Context: an optimization exercise on an open-source flow, tuned for small area. The choices shown serve that exercise and are no tape-out recipe. Only simulation tests tie the RTL to the original design; equivalence was not proved. Power and IR drop assume default switching activity.

==> flow/run.sh <==
#!/bin/bash
# synth_recipe.tcl (not shown) runs the flow's synth.tcl, then flattens the netlist and writes it again
# the make line also repeats each setting of config.mk as NAME=value (left out here)
make -C /OpenROAD-flow-scripts/flow DESIGN_CONFIG=/design/flow/config.mk WORK_HOME=/design/flow/orfs CLKGATE_MAP_FILE= SYNTH_SCRIPT=/design/flow/synth_recipe.tcl finish
==> flow/config.mk <==
export PLATFORM = sky130hd
export DESIGN_NAME = Tetris
export DESIGN_NICKNAME = Tetris
export VERILOG_FILES = /design/flow/design.v
export SDC_FILE = /design/flow/constraint.sdc
export NUM_CORES = 4
export LEC_CHECK = 0
export CAP_MARGIN = 20
export CORE_MARGIN = 2
export CORE_UTILIZATION = 40
export SLEW_MARGIN = 20
==> flow/constraint.sdc <==
create_clock -name core_clock -period 40.0 [get_ports {I_CLK}]
set_input_delay 8.0000 -clock core_clock [delete_from_list [all_inputs] [get_ports {I_CLK}]]
set_output_delay 8.0000 -clock core_clock [all_outputs]
set_load 0.01 [all_outputs]
==> flow/design.v <==
`timescale 1ns / 1ps
module d_ff(
    clk,
    rst,
    d,
    q
);
input wire clk;
input wire rst;
input wire d;
output reg q;
always@(posedge clk) begin
    if (rst)
        q <= 1'b0;
    else
        q <= d;
end
endmodule
`timescale 1ns / 1ps
module KEY_PRESS(
    clk,
    rst,
    key_sw,
    result
);
parameter
    hold_delay = 800 * 525;  
input clk;
input rst;
input key_sw;
output result;
reg [31:0] push_down_cnt;
reg pressed;
wire d_ff_val1;
wire d_ff_val2;
wire d_ff_val3;
always@(posedge clk) begin
    if (rst) begin
        pressed <= 0;
        push_down_cnt <= 0;
    end
    else if (!key_sw) begin
        pressed <= 0;
        push_down_cnt <= 0;
    end
    else if (push_down_cnt >= hold_delay) begin
        pressed <= 1;
        push_down_cnt <= 0;
    end
    else begin
        push_down_cnt <= push_down_cnt + 1;
    end
end
assign d_ff_val1 = pressed;
d_ff d_ff_module1
(
    .clk(clk),
    .rst(rst),
    .d(d_ff_val1),
    .q(d_ff_val2)
);
d_ff d_ff_module2
(
    .clk(clk),
    .rst(rst),
    .d(d_ff_val2),
    .q(d_ff_val3)
);
assign result = d_ff_val2 && ~d_ff_val3;
endmodule
`timescale 1ns / 1ps
module VGA(
    vga_clk,
    rst,
    coord_value,
    redOut, 
    greenOut,
    blueOut, 
    hsync,
    vsync,
    draw_finish,
    x_coord,
    y_coord,
    display_data
);
input vga_clk;
input rst;
input coord_value;   
output redOut, greenOut, blueOut;   
output hsync;     
output vsync;
output draw_finish;
output [7:0] x_coord;
output [7:0] y_coord;    
output display_data;
reg [9:0] hcount;    
reg [9:0] vcount;
reg [9:0] vpixel_cnt;
reg [9:0] hpixel_cnt;
reg [7:0] x_coord_cnt;
reg [7:0] y_coord_cnt;
reg [2:0] data; 
reg finish_bit;
parameter 
    hsync_end        = 10'd95,
    vsync_end        = 10'd1,
    hdata_begin      = 10'd143,
    hdata_end        = 10'd783,
    vdata_begin      = 10'd34,
    vdata_end        = 10'd514,
    hpixel_end       = 10'd799,
    vline_end        = 10'd524,
    h_start_offset   = 224,
    v_start_offset   = 24,
    h_end_offset     = 220,
    v_end_offset     = 14,
    h_border         = 8,
    v_border         = 8,
    clr_bg           = 3'b001,
    clr_border       = 3'b100,
    clr_pixel_filled = 3'b111,
    clr_pixel_empty  = 3'b000,
    pixel_div        = 24;
always @(posedge vga_clk) begin
        if (rst)
            hcount <= 10'd0;
        else if (hcount == hpixel_end)
            hcount <= 10'd0;
        else
            hcount <= hcount + 10'd1;
end
always @(posedge vga_clk) begin
    if (rst)
        vcount <= 10'd0;
    else if (hcount == hpixel_end) begin
        if (vcount == vline_end)
            vcount <= 10'd0;
        else
            vcount <= vcount + 10'd1;
    end
end
always @(posedge vga_clk) begin
    if (rst)
        finish_bit <= 0;
    else if (vcount == vline_end && hcount == 0)
        finish_bit <= 1;
    else
        finish_bit <= 0;
end
always @(posedge vga_clk)
if (rst) begin
    vpixel_cnt <= 0;
    hpixel_cnt <= 0;
    x_coord_cnt <= 0;
    y_coord_cnt <= 0;
    data <= 0;
end
else begin
    if (hcount == hpixel_end) begin
        if (vcount - vdata_begin > v_start_offset
            && vcount < vdata_end - v_end_offset)
        begin
            if (vpixel_cnt < pixel_div) begin
                vpixel_cnt <= vpixel_cnt + 1;
            end
            else begin
                vpixel_cnt <= 0;
                y_coord_cnt <= y_coord_cnt + 1;
            end
        end
        else begin
            vpixel_cnt <= 0;
            y_coord_cnt <= 0;
        end
    end
    if (hcount - hdata_begin > h_start_offset
        && hcount < hdata_end - h_end_offset)
    begin
        if (hpixel_cnt < pixel_div) begin
            hpixel_cnt <= hpixel_cnt + 1;
        end
        else begin
            hpixel_cnt <= 0;
            x_coord_cnt <= x_coord_cnt + 1;
        end
    end
    else begin
        hpixel_cnt <= 0;
        x_coord_cnt <= 0;
    end
    if (hcount - hdata_begin > h_start_offset
        && hcount < hdata_end - h_end_offset
        && vcount - vdata_begin > v_start_offset
        && vcount < vdata_end - v_end_offset) 
    begin
        if (coord_value)
            data <= clr_pixel_filled;
        else
            data <= clr_pixel_empty;
    end
    else 
    begin  
        if (hcount - hdata_begin + h_border > h_start_offset
            && hcount - h_border < hdata_end - h_end_offset
            && vcount - vdata_begin + v_border > v_start_offset
            && vcount - v_border < vdata_end - v_end_offset)
            data <= clr_border;
        else
            data <= clr_bg;
    end
end
assign display_data = 
        (hcount >= hdata_begin) 
    && (hcount <  hdata_end)
    && (vcount >= vdata_begin) 
    && (vcount <  vdata_end); 
assign hsync = (hcount > hsync_end);
assign vsync = (vcount > vsync_end);
assign { redOut, greenOut, blueOut } = (display_data) ?  data : 3'b000;
assign x_coord = x_coord_cnt;
assign y_coord = y_coord_cnt;
assign draw_finish = finish_bit;
endmodule
`timescale 1ns / 1ps
module STORAGE_CTRL(
    clk,
    rst,
    read_x,
    read_y,
    data_swap,
    draw_finish,
    coord_value
);
input clk;
input rst;
input [7:0] read_x;
input [7:0] read_y;
input [143:0] data_swap;
input draw_finish;
output reg coord_value;
reg [143:0] data;
integer read_idx;  
always@(posedge clk) begin
    if (rst) begin
        coord_value <= 0;
        data <= 0;
    end
    else if (draw_finish) begin
        coord_value <= 0;
        data <= data_swap;
    end
    else begin
        read_idx = read_x + (8 * read_y);
        coord_value <= (read_idx < 144) ? data[read_idx] : 1'b0;  
    end
end
endmodule
`timescale 1ns / 1ps
module GAME_CTRL(
    clk,
    rst,
    op_keys,
    draw_finish,
    data_updated
);
parameter
    move_delay = 30,  
    x_min = 0,
    x_max = 7,
    x_size = 8,
    y_min = 0,
    y_max = 17,
    y_size = 18;
input clk;
input rst;
input [3:0] op_keys;  
input draw_finish;  
output reg [143:0] data_updated;
reg [3:0] op_keys_lt;
reg [7:0] head_x;
reg [7:0] head_y;
reg [143:0] data_next;  
integer head_idx;       
always@(posedge clk) begin
    if (rst) begin
        op_keys_lt <= 0;
        head_x = 0;
        head_y = 0;
        data_updated <= 0;
    end
    else if (draw_finish) begin
        if(op_keys_lt[0]) begin
            op_keys_lt[0] <= 0;
            if ((head_y - 1) > 0)  
                head_y = head_y - 1;
            else
                head_y = 0;
        end
        if(op_keys_lt[1]) begin
            op_keys_lt[1] <= 0;
            if ((head_y + 1) < 17) 
                head_y = head_y + 1;
            else
                head_y = 17;
        end
        if(op_keys_lt[2]) begin
            op_keys_lt[2] <= 0;
            if ((head_x - 1) > 0)  
                head_x = head_x - 1;
            else
                head_x = 0;
        end
        if(op_keys_lt[3]) begin
            op_keys_lt[3] <= 0;
            if ((head_x + 1) < 7)  
                head_x = head_x + 1;
            else
                head_x = 7;
        end
        data_next = 0;
        head_idx = head_x + (8 * head_y);
        if (head_idx < 144)  
            data_next[head_idx] = 1;
        data_updated <= data_next;
    end
    else begin
        op_keys_lt[0] <= op_keys[0] ? 1 : op_keys_lt[0];
        op_keys_lt[1] <= op_keys[1] ? 1 : op_keys_lt[1];
        op_keys_lt[2] <= op_keys[2] ? 1 : op_keys_lt[2];
        op_keys_lt[3] <= op_keys[3] ? 1 : op_keys_lt[3];
    end
end
endmodule
`timescale 1ns / 1ps
module GRID_CTRL(
    vga_clk,
    rst,
    op_keys,
    draw_finish,
    x_coord,
    y_coord,
    coord_value
);
parameter
    move_delay = 30;
input vga_clk;
input rst;
input [3:0] op_keys;
input draw_finish;
input [7:0] x_coord;
input [7:0] y_coord;
output coord_value;
wire [143:0] data_swap;
GAME_CTRL #(move_delay) game_module
(
    .clk(vga_clk),
    .rst(rst),
    .op_keys(op_keys),
    .draw_finish(draw_finish),
    .data_updated(data_swap)
);
STORAGE_CTRL storage_module
(
    .clk(vga_clk),
    .rst(rst),
    .read_x(x_coord),
    .read_y(y_coord),
    .data_swap(data_swap),
    .draw_finish(draw_finish),
    .coord_value(coord_value)
);
endmodule
`timescale 1ns / 1ps
module Tetris(
    I_CLK,
    I_KEY_UP,
    I_KEY_DOWN,
    I_KEY_LEFT,
    I_KEY_RIGHT,
    I_RESET,
    O_RED,
    O_GREEN,
    O_BLUE,
    O_HSYNC,
    O_VSYNC,
    O_LED_KUP,
    O_LED_KDOWN,
    O_LED_KLEFT,
    O_LED_KRIGHT,
    display_data,
    draw_finish
);
parameter
    move_delay = 30;
input I_CLK;
input I_KEY_UP;
input I_KEY_DOWN;
input I_KEY_LEFT;
input I_KEY_RIGHT;
input I_RESET;
output O_RED;
output O_GREEN;
output O_BLUE;
output O_HSYNC;
output O_VSYNC;
output O_LED_KUP;
output O_LED_KDOWN;
output O_LED_KLEFT;
output O_LED_KRIGHT;
output draw_finish;
output display_data;
wire coord_value;
wire [7:0] x_coord;
wire [7:0] y_coord;
wire [3:0] op_keys;
assign O_LED_KUP = I_KEY_UP;
assign O_LED_KDOWN = I_KEY_DOWN;
assign O_LED_KLEFT = I_KEY_LEFT;
assign O_LED_KRIGHT = I_KEY_RIGHT;
KEY_PRESS up_key_event
(
    .clk(I_CLK),
    .rst(I_RESET),
    .key_sw(I_KEY_UP),
    .result(op_keys[0])
);
KEY_PRESS down_key_event
(
    .clk(I_CLK),
    .rst(I_RESET),
    .key_sw(I_KEY_DOWN),
    .result(op_keys[1])
);
KEY_PRESS left_key_event
(
    .clk(I_CLK),
    .rst(I_RESET),
    .key_sw(I_KEY_LEFT),
    .result(op_keys[2])
);
KEY_PRESS right_key_event
(
    .clk(I_CLK),
    .rst(I_RESET),
    .key_sw(I_KEY_RIGHT),
    .result(op_keys[3])
);
VGA vga_controller
(
    .vga_clk(I_CLK),
    .rst(I_RESET),
    .coord_value(coord_value),
    .redOut(O_RED),
    .greenOut(O_GREEN),
    .blueOut(O_BLUE),
    .hsync(O_HSYNC),
    .vsync(O_VSYNC),
    .draw_finish(draw_finish),
    .x_coord(x_coord),
    .y_coord(y_coord),
    .display_data(display_data)
);
GRID_CTRL #(move_delay) grid_controller
(
    .vga_clk(I_CLK),
    .rst(I_RESET),
    .op_keys(op_keys),
    .draw_finish(draw_finish),
    .x_coord(x_coord),
    .y_coord(y_coord),
    .coord_value(coord_value)
);
endmodule
==> flow_summary.json <==
{
  "status": "no timing/DRC/antenna violations",
  "die_area_um2": 57660,
  "cts_resized": 0,
  "drive_gt1_share_pct": 7.850,
  "netSwitchingFraction_pct": 23.65,
  "crit_buf_inv": 2,
  "ys_ff_latch": 509,
  "cts_tree": "yes",
  "power_frac_comb_pct": 6.6,
  "synth.top_cell.area_share_pct": 45.69,
  "maxCapViolations": 0,
  "yosysSeqAreaShare_pct": 45.69,
  "crit_required_ps": 32000,
  "yosys.area.top_type": "dfxtp_1",
  "yosys_warnings": 5,
  "ys.flop_type": "dfxtp_1",
  "leakagePower_nw": 9.025,
  "design_area_um2": 25090,
  "power.switching_mw": 0.2572,
  "cp_cell_sequence": "clkdlybuf4s50_1, clkdlybuf4s50_1",
  "antenna_found_initial": 0,
  "wl_per_cell_um": 15.82,
  "ir_drop_mv": 0.03824,
  "area_growth_pct": 12.49,
  "maxSlewViolCount": 0,
  "crit_arrival_ps": 9050,
  "drt_iter0_markers": 1101,
  "grt_pass1_wl_um": 80740,
  "placedInstanceArea_um2": 23280,
  "crit_type": "input pin to primary output",
  "worstPathMaxFanout": 3,
  "finClkSkew_ps": 30.37,
  "netlist_area_um2": 22300,
  "syn_inst": 2284,
  "synthDistinctLibCells": 93,
  "dp_hpwl_um": 31440,
  "dr_total_vias": 16300,
  "postCtsSetupBuffers": 0,
  "fmax_mhz": 58.66,
  "r2r_slack_ps": 32430,
  "synth.avg_cell_area_um2": 9.765,
  "crit_family": "buffers and inverters",
  "diodes": 0,
  "clock_sinks": 509,
  "grt_pass1_vias": 15705,
  "io_pins": 17,
  "fin_nets": 2370,
  "io_buffer_count": 16,
  "drt-total-wl_um": 48930,
  "p_int_mw": 0.8302,
  "grt_setup_unrepaired": "no",
  "p_clk_share_pct": 46.0,
  "fillers": 5273,
  "worstSkewPairLatency_ps": 610,
  "track_usage_pct": 17.07,
  "initial_core_util_pct": 40.48,
  "routabilityCongestion": 0.8435,
  "cts-root-buf": "clkbuf_16",
  "grt_max_degree": 97,
  "via_per_inst": 5.272,
  "h-tree-depth": 2,
  "clk_pin_slew_ps": 60,
  "fin_util_pct": 45.54,
  "power.total_mw": 1.087,
  "drtPass1Iterations": 5,
  "cpMaxStageDelayCell": "clkdlybuf4s50_1",
  "synth_enable_flop_cells": 0,
  "p_seq_share_pct": 47.4,
  "numCtsBuffers": 54,
  "end_kind": "primary output",
  "hold_path_class": "flip-flop to flip-flop",
  "die_y_um": 240.1,
  "period_needed_ps": 17050,
  "hold_viol": 0,
  "grt_overflow_total": 0,
  "fin_tns_setup_ps": 0,
  "tightest_slew_ps": 1116,
  "rows": 86,
  "core-area_um2": 55090,
  "cts_max_path_buffers": 3,
  "setup_viol": 0,
  "pwr_density_cell_nw_per_um2": 43.34,
  "synth.area.top_cells": "dfxtp_1, mux2i_1, nor2_1",
  "drc_errors": 0,
  "hold_ws_ps": 444.9,
  "cts_hold_buf": 0,
  "crit_path_frequent_cell": "clkdlybuf4s50_1",
  "maxSlewHeadroom_pct": 25.58,
  "synthArstFlopShare_pct": 0,
  "finalCritPeriodShare_pct": 42.62,
  "slowest_delay_ps": 550,
  "fp.dieW_um": 240.1,
  "startpoint_type": "input pin",
  "detail-route-antenna-nets": 0
}
sequential cells by signal, indices dropped and copies added (netlist names), 32 cells and up:
signal / count
left_key_event.push_down_cnt: 32
up_key_event.push_down_cnt: 32
right_key_event.push_down_cnt: 32
grid_controller.game_module.data_updated: 144
down_key_event.push_down_cnt: 32
grid_controller.storage_module.data: 144
worst reg2reg max path, cell delays in order (launching register included):
cell	delay, ps
dfxtp_1	430
inv_1	100
ha_1	250
and3b_1	170
a31oi_1	120
o21ai_0	130
mux2i_1	400
ha_1	300
nand2_1	110
a31oi_1	180
mux2_2	360
and3_1	200
nor2_1	120
ha_1	190
inv_1	60
fa_1	430
xor2_1	420
o211ai_1	260
or2_2	370
or3_1	350
a211oi_1	200
ha_1	290
inv_1	90
nand2_1	100
a2111oi_4	260
o22ai_4	350
nor4b_4	1020
a22o_1	240
metrics by stage:
stage / instances / setup WS (ps)
final: 3092 / 22950
after detailed placement: 2993 / 22950
after global placement: 2993 / 22950
after floorplan: 2340 / 23880
after global routing: 3092 / 22910
after CTS: 3092 / 22950
synth_stat cells, types with 5 or more instances:
cell,count
o211ai_1,5
o221ai_1,8
nor4_1,16
nand3_1,63
o22ai_1,12
nand2b_1,13
ha_1,61
a211oi_1,8
xnor2_1,75
nor2b_1,14
nor4b_4,8
xor2_1,66
buf_2,15
o41ai_1,5
mux2i_1,188
inv_1,52
a2111oi_0,6
or3_1,9
nand4_1,28
a22o_1,144
a22oi_1,7
a31oi_1,13
dfxtp_1,509
nor4bb_1,5
nor3_1,38
or4_1,5
a21oi_1,54
nand3b_1,7
or2_2,14
and2_1,10
o21ai_0,32
o21a_1,5
nor4_4,7
a221oi_1,9
clkbuf_1,95
buf_4,5
buf_1,15
o311a_1,5
a21o_1,12
nor4b_1,5
mux4_2,22
and3_1,31
nor2_1,379
nand2_1,120
logic make-up (layout without fill, tap and decap cells):
kind of cell / Yosys count / in the layout / share of synthesized area, %
xor+xnor: 142 / 142 / 5.638
flops: 509 / 509 / 45.69
buf+inv: 185 / 189 / 3.338
simple gates: 797 / 797 / 17.82
mux: 214 / 214 / 10.86
compound gates: 373 / 373 / 13.04
fa+ha+maj: 63 / 63 / 3.601
other cells: 1 / 57 / 0.01681
power by group through the flow:
stage	logic [mW]	registers (mW)	clock network [mW]
2_1_floorplan	0.0580	0.524	0
3_3_place_gp	0.0710	0.526	0
3_5_place_dp	0.0720	0.527	0
4_1_cts	0.0722	0.516	0.513
5_1_grt	0.0781	0.516	0.534
6_report	0.0722	0.516	0.500
cell type report:
cell class	instances	area, um^2	area share [%]
clock buffers	82	1607	6.403
clock inverters	17	206.4	0.8228
inverters	53	198.9	0.7929
multi-input cells	1646	11630	46.34
flip-flops and latches	509	10200	40.64
well taps	748	935.9	3.730
repair buffers	37	319.1	1.272
cells in the final DEF, fill, tap and decap left out, drive strengths merged, types with 10 or more instances in the layout:
master	netlist	routed
ha	61	61
nor2	379	379
and3	31	31
or2	16	16
a22o	144	144
nand2	120	120
clkdlybuf4s50	0	15
a21o	12	12
clkinv	1	12
o22ai	13	13
xnor2	75	75
or3	10	10
a21oi	55	55
nand4	28	28
a31oi	13	13
clkbuf	96	82
nor3	38	38
nor4	23	23
inv	52	54
nand3	63	63
xor2	66	66
nand2b	13	13
o21ai	34	34
and2	12	12
mux4	22	22
nor4b	14	14
nor2b	14	14
buf	36	22
dfxtp	509	509
conb	1	57
mux2i	188	188
worst paths after layout:
check                                                     startpoint                                                          to  depth (start not counted)
setup / recovery                                          I_KEY_LEFT                                                 O_LED_KLEFT                          2
hold / removal               vga_controller.hpixel_cnt[0]$_SDFF_PP0_                     vga_controller.hpixel_cnt[0]$_SDFF_PP0_                          1
hold reg to reg              vga_controller.hpixel_cnt[0]$_SDFF_PP0_                     vga_controller.hpixel_cnt[0]$_SDFF_PP0_                          1
setup reg to reg  grid_controller.game_module.head_y[0]$_SDFFE_PP0P_  grid_controller.game_module.data_updated[104]$_SDFFE_PP0P_                         27
routing by layer:
metal	vias up	global-route usage (%)	routed length (um)
met2	246	28.03	22550
met4	0	5.063	1096
li1	8097	-	-
met3	72	2.262	1737
met1	7885	23.39	23540
met5	-	0	0

[static timing again, ports no longer ideal]
In the flow no input, the clock included, has a driving cell. The finished layout below was timed again as built, in two steps.
Step 1 assumes that a clkbuf_16 drives the clock port and a buf_2 every other input.
Step 2 also shifts input and output timing later by t, the mid clock arrival at the registers, as if the neighbouring blocks saw the same clock.
Slacks: no drivers / after step 1 / after step 2; pairs: no drivers / after step 1.
shift t [ns]: 0.651
setup slack, ns: 22.951 / 22.929 / 22.929
worst hold slack (ns): 0.445 / 0.445 / 0.445
latest minus earliest clock arrival (ns): 0.030 / 0.031
worst slew at a driven data input, ns: 0.04
After both steps this run still meets setup and hold. The setup slack of this run moves by -0.022 ns with the drivers and by -0.022 ns with both steps.
